What follows belongs to an exercise in optimizing a design on an open flow for small area and a short achievable clock period; a production flow would make more cautious choices. Only simulation tests tie the RTL to the original design; equivalence was not proved. Power figures rest on the tool's default switching activity, not on a simulated workload.

P:
## pipeline_sum
module pipeline_sum (
    input clk,
    input [15:0] a, b,
    output [31:0] r
);
For scale: about 1800 cells after synthesis, roughly 110 flip-flops.
clock: 36.0 ns
lec_check: 0
abc_area: 1
cap_margin: 20
core_margin: 2
core_utilization: 55
slew_margin: 20
standard.sh (not shown) runs the stock make flow with config.mk's settings and CLKGATE_MAP_FILE= SYNTH_SCRIPT=/design/flow/synth_recipe.tcl, a recipe that flattens the netlist after the stock synthesis.
==> flow/flow/run.sh <==
#!/bin/bash
set -euo pipefail
MARGIN=25
PLAT="$FLOW_HOME/platforms/sky130hd/config.mk"
BASE=$(sed -n '/^export DONT_USE_CELLS += /,/^#/p' "$PLAT" | grep -o 'sky130_fd_sc_hd__[a-z0-9_]*' | tr '\n' ' ')
EXTRA=""
for c in maj3_1 maj3_2 maj3_4 fa_1 fa_2 fa_4 fah_1 fahcin_1 fahcon_1 ha_1 ha_2 ha_4; do
  EXTRA="$EXTRA sky130_fd_sc_hd__$c"
done
bash standard.sh SETUP_SLACK_MARGIN=$MARGIN SETUP_MOVE_SEQUENCE=sizeup,swap SKIP_GATE_CLONING=1 \
  "BUFFER_PORTS_ARGS=-buffer_cell sky130_fd_sc_hd__buf_1" \
  "DONT_USE_CELLS=$BASE$EXTRA" finish > make_finish.log 2>&1
Both conditions hold for P: the flow ran to the end and the final layout passed the timing, design-rule and antenna checks.
Inputs modified between P and Q:
diff --git a/flow/flow/run.sh b/flow/flow/run.sh
--- a/flow/flow/run.sh
+++ b/flow/flow/run.sh
@@ -3 +3 @@
-MARGIN=25
+MARGIN=26
--- outcome ---
- In summary, Q completed successfully, with a layout that passed the timing, design-rule and antenna checks.
- Q against P; final area is up slightly.
- Delta (Q minus P): power consumption rose by about 0.75%; wire length on met3 rose by 70 um.
- Compared to P, Q shows a narrower setup margin.
- Instance count on the critical path, Q and P: lower on Q
The following lists how R was set up differently from Q:
Settings: a change of CORE_UTILIZATION from 55 to 45.
diff --git a/flow/flow/run.sh b/flow/flow/run.sh
--- a/flow/flow/run.sh
+++ b/flow/flow/run.sh
@@ -3 +3 @@
-MARGIN=26
+MARGIN=25.5
==> notes.md <==
In R relative to Q, cell count had gone up by a few percent.
The design area reported for R is smaller than that of Q by about 1.2%.
Routed wire in R totals more than in Q.
Depth of the most critical reg-to-reg path for R: 1.1% up relative to Q
R against Q: starting utilization of the core area shows a reduction of 9.6 points, layout-stage area growth over the synthesis result now smaller, endpoint arrival time on the critical path went down by 0.11 ns, count of inverters other than clock inverters in the layout comparable.
Of Q and R, the run reporting the lower power was R.
Looking only at first-pass GRT wire length, and setting everything else aside, the higher value of Q and R goes to R.
Changes in S relative to R:
Settings: CORE_UTILIZATION now 55, was 45.
==> flow/flow/run.sh <==
#!/bin/bash
set -euo pipefail
MARGIN=25.5
bash standard.sh SETUP_SLACK_MARGIN=$MARGIN SETUP_MOVE_SEQUENCE=sizeup,swap SKIP_GATE_CLONING=1 \
  "BUFFER_PORTS_ARGS=-buffer_cell sky130_fd_sc_hd__buf_1" finish > make_finish.log 2>&1
==> comparison <==
Result: PASS for each of S and R
S vs R, multi-input combinational area share went up by 0.95 points.
The net switching component of the power in S was higher than what R gave.
Reported for S and R, count of clock-buffer cells in the layout turned out identical to the last digit.
R was smaller in final cell area than S.
Cell with the largest stage delay on the worst path = sky130_fd_sc_hd__dfxtp_4: S; cell with the largest stage delay on the worst path = sky130_fd_sc_hd__nor4_1: R
Cmp S and R / share of synthesized cell area in and, or, nand and nor gates / higher: R
From R to S the numbers moved as follows: routed wire length fell 970 um; global-route wire length before repair now smaller.
Taking R as the reference, in S xor/xnor cell area share of the yosys netlist -2.6 points, average cell area after synthesis higher, synthesized cell count shows a reduction of about 9%.


Another version of the RTL of pipeline_sum (not shown whole).
Size in the first run: roughly 65 I/O pins, about 0.011 sq mm of cells after synthesis.
Settings: LEC_CHECK=0, ABC_AREA=1, CAP_MARGIN=20, CORE_MARGIN=2, CORE_UTILIZATION=55, CTS_BUF_LIST=sky130_fd_sc_hd__clkbuf_8 sky130_fd_sc_hd__clkbuf_16, SLEW_MARGIN=20; clock period 36.0 ns.
==> flow/flow/run.sh <==
#!/bin/bash
set -euo pipefail
MARGIN=25.5
PLAT="$FLOW_HOME/platforms/sky130hd/config.mk"
BASE=$(sed -n '/^export DONT_USE_CELLS += /,/^#/p' "$PLAT" | grep -o 'sky130_fd_sc_hd__[a-z0-9_]*' | tr '\n' ' ')
EXTRA=""
for c in  maj3_1 maj3_2 maj3_4 fa_1 fa_2 fa_4 fah_1 fahcin_1 fahcon_1 ha_1 ha_2 ha_4; do
  EXTRA="$EXTRA sky130_fd_sc_hd__$c"
done
bash standard.sh SETUP_SLACK_MARGIN=$MARGIN SETUP_MOVE_SEQUENCE=sizeup,swap SKIP_GATE_CLONING=1 \
  "BUFFER_PORTS_ARGS=-buffer_cell sky130_fd_sc_hd__buf_1" \
  "DONT_USE_CELLS=$BASE$EXTRA" finish > make_finish.log 2>&1
The starting point completed with no timing, DRC or antenna violations.
Change:
--- a/flow/flow/run.sh
+++ b/flow/flow/run.sh
@@ -6,3 +6,3 @@
 EXTRA=""
-for c in  maj3_1 maj3_2 maj3_4 fa_1 fa_2 fa_4 fah_1 fahcin_1 fahcon_1 ha_1 ha_2 ha_4; do
+for c in xor3_1 xor3_2 xor3_4 xnor3_1 xnor3_2 xnor3_4 maj3_1 maj3_2 maj3_4 fa_1 fa_2 fa_4 fah_1 fahcin_1 fahcon_1 ha_1 ha_2 ha_4; do
   EXTRA="$EXTRA sky130_fd_sc_hd__$c"
--- a/flow/config.mk
+++ b/flow/config.mk
@@ -10,4 +10,3 @@
 export CORE_MARGIN = 2
-export CORE_UTILIZATION = 55
-export CTS_BUF_LIST = sky130_fd_sc_hd__clkbuf_8 sky130_fd_sc_hd__clkbuf_16
+export CORE_UTILIZATION = 60
 export SLEW_MARGIN = 20
=>
- The changed run passed the timing, design-rule and antenna checks
- fmax hardly moves
- register-to-register slack got worse by 0.06 ns
- worst setup slack got worse by 0.018 ns
Change:
--- a/flow/flow/run.sh
+++ b/flow/flow/run.sh
@@ -2,3 +2,3 @@
 set -euo pipefail
-MARGIN=25.5
+MARGIN=26
 PLAT="$FLOW_HOME/platforms/sky130hd/config.mk"
@@ -6,3 +6,3 @@
 EXTRA=""
-for c in xor3_1 xor3_2 xor3_4 xnor3_1 xnor3_2 xnor3_4 maj3_1 maj3_2 maj3_4 fa_1 fa_2 fa_4 fah_1 fahcin_1 fahcon_1 ha_1 ha_2 ha_4; do
+for c in maj3_1 maj3_2 maj3_4 fa_1 fa_2 fa_4 fah_1 fahcin_1 fahcon_1 ha_1 ha_2 ha_4; do
   EXTRA="$EXTRA sky130_fd_sc_hd__$c"
--- a/flow/config.mk
+++ b/flow/config.mk
@@ -10,3 +10,3 @@
 export CORE_MARGIN = 2
-export CORE_UTILIZATION = 60
+export CORE_UTILIZATION = 55
 export SLEW_MARGIN = 20
Effect: The new run ran to the end with no violations; first-iteration DRC count stays the same; cell count is higher by 1.2%; synthesized area hardly moves; global-route usage is lower by 2.7 points; setup slack improved by 0.022 ns; routed wire length is lower by 0.80%; clock-buffer cell count does not change; sequential cell count does not change; design area is higher by 2.3%; worst hold slack hardly moves; critical path depth does not change.
Change:
--- a/flow/flow/run.sh
+++ b/flow/flow/run.sh
@@ -2,3 +2,3 @@
 set -euo pipefail
-MARGIN=26
+MARGIN=25.5
 PLAT="$FLOW_HOME/platforms/sky130hd/config.mk"
@@ -6,3 +6,3 @@
 EXTRA=""
-for c in maj3_1 maj3_2 maj3_4 fa_1 fa_2 fa_4 fah_1 fahcin_1 fahcon_1 ha_1 ha_2 ha_4; do
+for c in xor3_1 xor3_2 xor3_4 xnor3_1 xnor3_2 xnor3_4 maj3_1 maj3_2 maj3_4 fa_1 fa_2 fa_4 fah_1 fahcin_1 fahcon_1 ha_1 ha_2 ha_4; do
   EXTRA="$EXTRA sky130_fd_sc_hd__$c"
Design area goes down by 1.8%; critical path depth stays the same; first-iteration DRC count fell by 14%; maximum frequency came out lower by 0.57%; power came out lower by 0.53%; area after synthesis hardly moves.


Setup of the previous run:
pipeline_sum, a different RTL version from the one above (not shown whole).
Size: roughly 65 I/O pins, ~11000 um^2 of cells after synthesis.
export LEC_CHECK = 0
export ABC_AREA = 1
export CAP_MARGIN = 20
export CORE_MARGIN = 2
export CORE_UTILIZATION = 55
export SLEW_MARGIN = 20
create_clock -name core_clock -period 36.0 [get_ports {clk}]
==> flow/flow/run.sh <==
#!/bin/bash
# Own layout flow: the standard ORFS flow (standard.sh, unchanged synthesis),
# with the timing repair steps asked to reach a setup slack of SETUP_SLACK_MARGIN
# ns (against the design's own clock and constraints) using gate sizing and pin
# swaps only, so that the few high-fanout drivers on the critical paths are sized
# for their real wire load.
set -euo pipefail
MARGIN=25
bash standard.sh SETUP_SLACK_MARGIN=$MARGIN SETUP_MOVE_SEQUENCE=sizeup,swap SKIP_GATE_CLONING=1 finish > make_finish.log 2>&1
Here is what was changed in the inputs of the current run compared with the previous run.
==> flow/flow/run.sh <==
#!/bin/bash
set -euo pipefail
MARGIN=25
bash standard.sh SETUP_SLACK_MARGIN=$MARGIN SETUP_MOVE_SEQUENCE=sizeup,swap SKIP_GATE_CLONING=1 \
  "BUFFER_PORTS_ARGS=-buffer_cell sky130_fd_sc_hd__buf_1" finish > make_finish.log 2>&1
- Summary of the comparison: first-pass GRT wire length is lower in the current run, relative to the previous run.
- The previous run -> the current run: clock-cell share of area flat
- The more densely filled core belongs to the previous run, not the current run.
- Power: the current run draws less than the previous run
- As of the current run, routed wire length had fallen slightly compared to the previous run.
- Via count in the current run vs the previous run: down 42


Another version of the RTL of pipeline_sum (not shown whole).
Size: about 1700 cells after synthesis, about 110 flip-flops, roughly 65 I/O pins, ~11000 um2 of cells after synthesis.
make LEC_CHECK=0 ABC_AREA=1 CAP_MARGIN=20 CORE_MARGIN=2 CORE_UTILIZATION=55 CTS_BUF_LIST=sky130_fd_sc_hd__clkbuf_8 SLEW_MARGIN=20 finish   # period 36.0 ns
run.sh (not shown) runs the stock make flow with config.mk's settings and CLKGATE_MAP_FILE= SYNTH_SCRIPT=/design/flow/synth_recipe.tcl, a recipe that flattens the netlist after the stock synthesis.
Stock flow here: none of the scripts above is used.
Next try:
--- a/flow/config.mk
+++ b/flow/config.mk
@@ -9,5 +9,4 @@
 export CAP_MARGIN = 20
 export CORE_MARGIN = 2
-export CORE_UTILIZATION = 55
-export CTS_BUF_LIST = sky130_fd_sc_hd__clkbuf_8
+export CORE_UTILIZATION = 40
 export SLEW_MARGIN = 20
Result: Clock-buffer cell count stays the same. Global-route usage decreases by 7.2 points. Die area increases by 36%. Via count decreases by 0.94%. Worst setup slack got worse by 49 ps. Routed wire length decreases by 0.43%.


Another version of the RTL of pipeline_sum (not shown whole).
For scale: roughly 1,800 cells after synthesis, ~110 flip-flops, roughly 65 I/O pins, about 11,000 um^2 of cells after synthesis.
clock: 36.0 ns
lec_check: 0
abc_area: 1
cap_margin: 20
core_margin: 2
core_utilization: 55
slew_margin: 20
standard.sh (not shown) runs the stock make flow with config.mk's settings and CLKGATE_MAP_FILE= SYNTH_SCRIPT=/design/flow/synth_recipe.tcl, a recipe that flattens the netlist after the stock synthesis.
==> flow/flow/run.sh <==
#!/bin/bash
set -euo pipefail
MARGIN=25.5
PLAT="$FLOW_HOME/platforms/sky130hd/config.mk"
BASE=$(sed -n '/^export DONT_USE_CELLS += /,/^#/p' "$PLAT" | grep -o 'sky130_fd_sc_hd__[a-z0-9_]*' | tr '\n' ' ')
EXTRA=""
for c in maj3_1 maj3_2 maj3_4 fa_1 fa_2 fa_4 fah_1 fahcin_1 fahcon_1 ha_1 ha_2 ha_4; do
  EXTRA="$EXTRA sky130_fd_sc_hd__$c"
done
bash standard.sh SETUP_SLACK_MARGIN=$MARGIN SETUP_MOVE_SEQUENCE=sizeup,swap SKIP_GATE_CLONING=1 \
  "BUFFER_PORTS_ARGS=-buffer_cell sky130_fd_sc_hd__buf_1" \
  "DONT_USE_CELLS=$BASE$EXTRA" finish > make_finish.log 2>&1
The baseline finished with timing, DRC and antenna clean.
Change:
==> flow/flow/run.sh (replaced) <==
#!/bin/bash
set -euo pipefail
MARGIN=25
bash standard.sh SETUP_SLACK_MARGIN=$MARGIN SETUP_MOVE_SEQUENCE=sizeup,swap SKIP_GATE_CLONING=1 \
  "BUFFER_PORTS_ARGS=-buffer_cell sky130_fd_sc_hd__buf_1" finish > make_finish.log 2>&1
What happened: Fmax falls by 1.7%; clock-buffer cell count rises by 1; total power rises by 5.8%; area after synthesis stays flat; via count falls by 4.4%; die area stays flat; setup slack loses 0.17 ns; non-clock buffer count is unchanged.
Change:
==> flow/flow/run.sh (replaced) <==
#!/bin/bash
set -euo pipefail
MARGIN=25.5
bash standard.sh SETUP_SLACK_MARGIN=$MARGIN SETUP_MOVE_SEQUENCE=sizeup,swap SKIP_GATE_CLONING=1 \
  "BUFFER_PORTS_ARGS=-buffer_cell sky130_fd_sc_hd__buf_1" finish > make_finish.log 2>&1
Effect: Register-to-register slack improves by 0.33 ns. Count of clock-buffer cells in the layout is unchanged. Combinational power barely changes. Utilization came out higher by 0.83 points. Final area climbs by about 1.4%. Clock power barely changes. Area after synthesis stays the same. Setup slack improves by 0.32 ns. Sequential share of layout area came out lower by 0.22 points.
Change:
==> flow/flow/run.sh (replaced) <==
#!/bin/bash
set -euo pipefail
MARGIN=26
bash standard.sh SETUP_SLACK_MARGIN=$MARGIN SETUP_MOVE_SEQUENCE=sizeup,swap SKIP_GATE_CLONING=1 \
  "BUFFER_PORTS_ARGS=-buffer_cell sky130_fd_sc_hd__buf_1" finish > make_finish.log 2>&1
Result:
- die area does not change
- clock skew is about the same
- clock power stays flat
- hold slack is about the same
- final cell count stays the same
- design area rose by 3.3%
- first-iteration DRC count grows by 1.5%
- wire length grows by 2.0%
- maximum frequency stays flat


pipeline_sum with an RTL version that a note above also has.
For scale: about 1800 cells after synthesis, roughly 110 flip-flops.
// pipeline_sum
module pipeline_sum (
    input clk,
    input [15:0] a, b,
    output [31:0] r
);
  wire [0:0] s0_r15_t = a[15:15];
  wire s0_r15_hz = ~(|b[15:1]);
  wire [1:0] s0_r15_bo;
  assign s0_r15_bo[0] = 1'b0;
  assign s0_r15_bo[1] = (s0_r15_t[0] ^ b[0]) ? b[0] : s0_r15_bo[0];
  wire s0_r15_q = s0_r15_hz & ~s0_r15_bo[1];
  wire [0:0] s0_r15_d;
  assign s0_r15_d[0] = s0_r15_t[0] ^ (s0_r15_q & (b[0] ^ s0_r15_bo[0]));
  wire [15:0] s0_r15_ra = {s0_r15_d, a[14:0]};
  wire [1:0] s0_r14_t = s0_r15_ra[15:14];
  wire s0_r14_hz = ~(|b[15:2]);
  wire [2:0] s0_r14_bo;
  assign s0_r14_bo[0] = 1'b0;
  assign s0_r14_bo[1] = (s0_r14_t[0] ^ b[0]) ? b[0] : s0_r14_bo[0];
  assign s0_r14_bo[2] = (s0_r14_t[1] ^ b[1]) ? b[1] : s0_r14_bo[1];
  wire s0_r14_q = s0_r14_hz & ~s0_r14_bo[2];
  wire [1:0] s0_r14_d;
  assign s0_r14_d[0] = s0_r14_t[0] ^ (s0_r14_q & (b[0] ^ s0_r14_bo[0]));
  assign s0_r14_d[1] = s0_r14_t[1] ^ (s0_r14_q & (b[1] ^ s0_r14_bo[1]));
  wire [15:0] s0_r14_ra = {s0_r14_d, s0_r15_ra[13:0]};
  wire [2:0] s0_r13_t = s0_r14_ra[15:13];
  wire s0_r13_hz = ~(|b[15:3]);
  wire [3:0] s0_r13_bo;
  assign s0_r13_bo[0] = 1'b0;
  assign s0_r13_bo[1] = (s0_r13_t[0] ^ b[0]) ? b[0] : s0_r13_bo[0];
  assign s0_r13_bo[2] = (s0_r13_t[1] ^ b[1]) ? b[1] : s0_r13_bo[1];
  assign s0_r13_bo[3] = (s0_r13_t[2] ^ b[2]) ? b[2] : s0_r13_bo[2];
  wire s0_r13_q = s0_r13_hz & ~s0_r13_bo[3];
  wire [2:0] s0_r13_d;
  assign s0_r13_d[0] = s0_r13_t[0] ^ (s0_r13_q & (b[0] ^ s0_r13_bo[0]));
  assign s0_r13_d[1] = s0_r13_t[1] ^ (s0_r13_q & (b[1] ^ s0_r13_bo[1]));
  assign s0_r13_d[2] = s0_r13_t[2] ^ (s0_r13_q & (b[2] ^ s0_r13_bo[2]));
  wire [15:0] s0_r13_ra = {s0_r13_d, s0_r14_ra[12:0]};
  reg [15:0] ra_c1;
  reg [15:0] bb_c1;
  reg [2:0] ah_c1;
  reg q15_c1;
  reg q14_c1;
  reg q13_c1;
  always_ff @(posedge clk) begin
    ra_c1 <= s0_r13_ra;
    bb_c1 <= b;
    ah_c1 <= a[15:13];
    q15_c1 <= s0_r15_q;
    q14_c1 <= s0_r14_q;
    q13_c1 <= s0_r13_q;
  end
  wire [3:0] s1_r12_t = ra_c1[15:12];
  wire s1_r12_hz = ~(|bb_c1[15:4]);
  wire [4:0] s1_r12_bo;
  assign s1_r12_bo[0] = 1'b0;
  assign s1_r12_bo[1] = (s1_r12_t[0] ^ bb_c1[0]) ? bb_c1[0] : s1_r12_bo[0];
  ...
export LEC_CHECK = 0
export ABC_AREA = 1
export CAP_MARGIN = 20
export CORE_MARGIN = 2
export CORE_UTILIZATION = 65
export SLEW_MARGIN = 20
create_clock -name core_clock -period 36.0 [get_ports {clk}]
==> flow/flow/run.sh <==
#!/bin/bash
set -euo pipefail
MARGIN=25.5
PLAT="$FLOW_HOME/platforms/sky130hd/config.mk"
BASE=$(sed -n '/^export DONT_USE_CELLS += /,/^#/p' "$PLAT" | grep -o 'sky130_fd_sc_hd__[a-z0-9_]*' | tr '\n' ' ')
EXTRA=""
for c in maj3_1 maj3_2 maj3_4 fa_1 fa_2 fa_4 fah_1 fahcin_1 fahcon_1 ha_1 ha_2 ha_4; do
  EXTRA="$EXTRA sky130_fd_sc_hd__$c"
done
bash standard.sh SETUP_SLACK_MARGIN=$MARGIN SETUP_MOVE_SEQUENCE=sizeup,swap SKIP_GATE_CLONING=1 \
  "BUFFER_PORTS_ARGS=-buffer_cell sky130_fd_sc_hd__buf_1" \
  "DONT_USE_CELLS=$BASE$EXTRA" finish > make_finish.log 2>&1
The baseline completed without violations.
Change:
CORE_UTILIZATION = 55   (was 65)
=>
- setup slack gets better by 0.024 ns
- wire length rises by 1.7%
- non-clock buffer count rises by 2
- synthesized cell count is unchanged
- fmax stays flat
- synthesized area stays the same
- critical path depth stays the same
- hold slack gets better by 0.0099 ns

==> static timing again, ports no longer ideal <==
The results above use ideal ports. As a check the final layouts listed here were re-extracted and re-timed, cells and wires unchanged. Step 1 assumes that a clkbuf_16 drives the clock port and a buf_2 every other input. Step 2 moves the port delays by t, midway between the first and last clock arrival at a register: inputs arrive t later, outputs are due t later. That takes back most of the time a late clock gives input paths. Slacks: ideal / step 1 / step 2; pairs: ideal / step 1.
| run | t, ns | slack for setup (ns) | hold WS [ns] |
|---|---|---|---|
| P | 0.397 | 26.403 / 26.403 / 26.076 | 0.327 / 0.327 / 0.327 |
| Q | 0.395 | 26.383 / 26.403 / 26.008 | 0.330 / 0.330 / 0.330 |
| R | 0.411 | 26.514 / 26.535 / 26.123 | 0.331 / 0.331 / 0.331 |
| S | 0.412 | 26.182 / 26.182 / 26.182 | 0.323 / 0.323 / 0.323 |
| the first run of note 2 | 0.401 | 26.584 / 26.609 / 26.208 | 0.332 / 0.332 / 0.332 |
| the second run of note 2 | 0.413 | 26.566 / 26.569 / 26.183 | 0.332 / 0.332 / 0.332 |
| the third run of note 2 | 0.402 | 26.588 / 26.614 / 26.211 | 0.332 / 0.332 / 0.332 |
| the fourth run of note 2 | 0.406 | 26.535 / 26.564 / 26.158 | 0.333 / 0.333 / 0.333 |
| the previous run | 0.412 | 26.023 / 26.023 / 25.757 | 0.326 / 0.326 / 0.326 |
| the current run | 0.406 | 26.034 / 26.034 / 26.034 | 0.330 / 0.330 / 0.330 |
| the first run of note 4 | 0.494 | 24.986 / 24.986 / 24.986 | 0.331 / 0.331 / 0.331 |
| the second run of note 4 | 0.469 | 24.937 / 24.937 / 24.937 | 0.326 / 0.326 / 0.326 |
| the first run of note 5 | 0.406 | 26.201 / 26.227 / 25.820 | 0.333 / 0.333 / 0.333 |
| the second run of note 5 | 0.409 | 26.032 / 26.032 / 25.916 | 0.327 / 0.327 / 0.327 |
| the third run of note 5 | 0.410 | 26.354 / 26.358 / 25.967 | 0.327 / 0.327 / 0.327 |
| the fourth run of note 5 | 0.409 | 26.337 / 26.361 / 25.951 | 0.325 / 0.325 / 0.325 |
| the first run of note 6 | 0.393 | 26.357 / 26.363 / 25.971 | 0.321 / 0.321 / 0.321 |
| the second run of note 6 | 0.396 | 26.381 / 26.402 / 26.007 | 0.331 / 0.331 / 0.331 |
After both steps every run listed still meets setup and hold. The setup slack of R, which loses most, moves by +0.021 ns with the drivers and by -0.391 ns with both steps.
